What follows belongs to an exercise in optimizing a design on an open flow for small area; a production flow would make more cautious choices.
Power and IR drop assume default switching activity.

== the previous run ==
==> flow/design.v (excerpt) <==
module flagteller(
        input uart,
        input clk_12,
        input rst,
        output uart2
);
localparam [63:0] P1  = 64'h030410c084000aa3;
localparam [63:0] P2  = 64'h0000000000000283;
localparam [63:0] Y1P = 64'h07a5506c93a7b887;    
localparam [63:0] Y2P = 64'he62ad50cd5f292a6;    
localparam [127:0] PW = 128'h72336c6c33745f67346c665f41475046;   
localparam [1023:0] MSG = 1024'hd86205bd025c8c2178e5e43a9cd2d023f81cb9869d37a6ca4b6d4bbe4fe6cfd9976c20bace36b7d91f508aa364ce298f3eaed134aa3e1cce0dcb08d0f2eaef8c2e08d19b7a630ff5a52681cab4643b982e08d19b7a630ff5a52681cab4643b982e08d19b7a630ff5a52681cab4643b982e08d19b7a630ff5a52681cab4643b98;
localparam RX_IDLE = 2'd0, RX_START = 2'd1, RX_DATA = 2'd2, RX_STOP = 2'd3;
reg [1:0] rxs;
reg [6:0] dc;
reg [2:0] bp;             
wire dc0 = (dc == 7'd0);
always @(posedge clk_12) begin
        if (rst) begin
                rxs <= RX_IDLE;
                bp <= 3'd0;
        end else begin
                case (rxs)
                RX_IDLE:  if (!uart) rxs <= RX_START;
                RX_START: if (dc0) begin rxs <= RX_DATA; bp <= 3'd0; end
                RX_DATA:  if (dc0) begin
                                if (bp == 3'd7) rxs <= RX_STOP;
                                else bp <= bp + 3'd1;
                          end
                RX_STOP:  if (dc0) rxs <= RX_IDLE;
                endcase
        end
end
wire dc_load = (rxs == RX_IDLE && !uart) || ((rxs == RX_START || rxs == RX_DATA) && dc0);
always @(posedge clk_12) begin
        if (rst) dc <= 7'd0;
        else if (dc_load) dc <= 7'd103;
        else if (!dc0) dc <= dc - 7'd1;
end
wire dc52 = (dc == 7'd52);
wire sample = (rxs == RX_DATA) && dc52;
wire strobe = (rxs == RX_STOP) && dc52;
localparam S_IDLE = 3'd0, S_MEAS = 3'd1, S_A = 3'd2, S_B = 3'd3, S_TX = 3'd4;
reg [2:0] st;
reg [3:0] cc;             
reg locked;
reg [63:0] R;
reg [6:0] na;
reg match;
reg [6:0] bt;             
reg [3:0] ts;             
reg [5:0] bi;             
wire [5:0] j = {cc[2:0], bp};
wire first = (cc == 4'd0) && (bp == 3'd0);
wire hiph = cc[3];
wire last_lo = (cc == 4'd7) && (bp == 3'd7);
wire b = uart ^ (bp[0] && bp != 3'd7);    
wire rz = (R == 64'd0);
wire bt0 = (bt == 7'd0);
  ...
Settings: LEC_CHECK=0, ABC_AREA=1, CAP_MARGIN=20, CORE_MARGIN=2, CORE_UTILIZATION=60, CTS_BUF_LIST=sky130_fd_sc_hd__clkbuf_8, CTS_CLUSTER_DIAMETER=60, CTS_CLUSTER_SIZE=20, PLACE_DENSITY=0.7, SLEW_MARGIN=20; clock period 5.0 ns.
run.sh (not shown) runs the stock make flow with config.mk's settings and CLKGATE_MAP_FILE= SYNTH_SCRIPT=/design/flow/synth_recipe.tcl, a recipe that flattens the netlist after the stock synthesis.
Modified inputs, the current run compared to the previous run
# the previous run
export LEC_CHECK = 0
export ABC_AREA = 1
export CAP_MARGIN = 20
export CORE_MARGIN = 2
export CORE_UTILIZATION = 60
export CTS_BUF_LIST = sky130_fd_sc_hd__clkbuf_8
export CTS_CLUSTER_DIAMETER = 60
export CTS_CLUSTER_SIZE = 20
export PLACE_DENSITY = 0.7
export SLEW_MARGIN = 20
create_clock -name core_clock -period 5.0 [get_ports {clk_12}]
# the current run
export LEC_CHECK = 0
export ABC_AREA = 1
export CAP_MARGIN = 20
export CORE_MARGIN = 2
export CORE_UTILIZATION = 60
export CTS_BUF_LIST = sky130_fd_sc_hd__clkbuf_8
export CTS_CLUSTER_DIAMETER = 80
export CTS_CLUSTER_SIZE = 30
export PLACE_DENSITY = 0.7
export SLEW_MARGIN = 20
create_clock -name core_clock -period 5.0 [get_ports {clk_12}]
==> summary.txt <==
Diff the previous run..the current run | sequential share of layout area | unchanged. The current run completed end to end with timing, DRC and antenna clean. For relative contribution of combinational cells to total power, the current run and the previous run come out practically identical. The previous run -> the current run: non-filler instance count after layout delta 0, exact match. Reported for the current run and the previous run, total power turned out identical to the last digit. The proportion of power drawn by the clock network was comparable across the current run and the previous run.
Function was not checked in any run of this note: the RTL went through the layout flow alone.

## static timing again, ports no longer ideal
In the flow no input, the clock included, has a driving cell. The finished layouts below were timed again as built, in two steps.
Step 1 assumes that a clkbuf_16 drives the clock port and a buf_2 every other input.
Step 2, shift: input delay + t, output delay - t, t = (earliest + latest rising clock arrival at the registers) / 2. This alone moves slack from input paths to output paths.
Slacks: ideal ports / drivers / drivers and shift; pairs: ideal ports / drivers.
run | shift t [ns] | setup slack, ns | worst data-port slew with drivers (ns)
the previous run | 0.422 | 0.463 / 0.426 / 0.848 | 0.03
the current run | 0.422 | 0.463 / 0.426 / 0.848 | 0.03
After both steps every run listed still meets setup and hold.
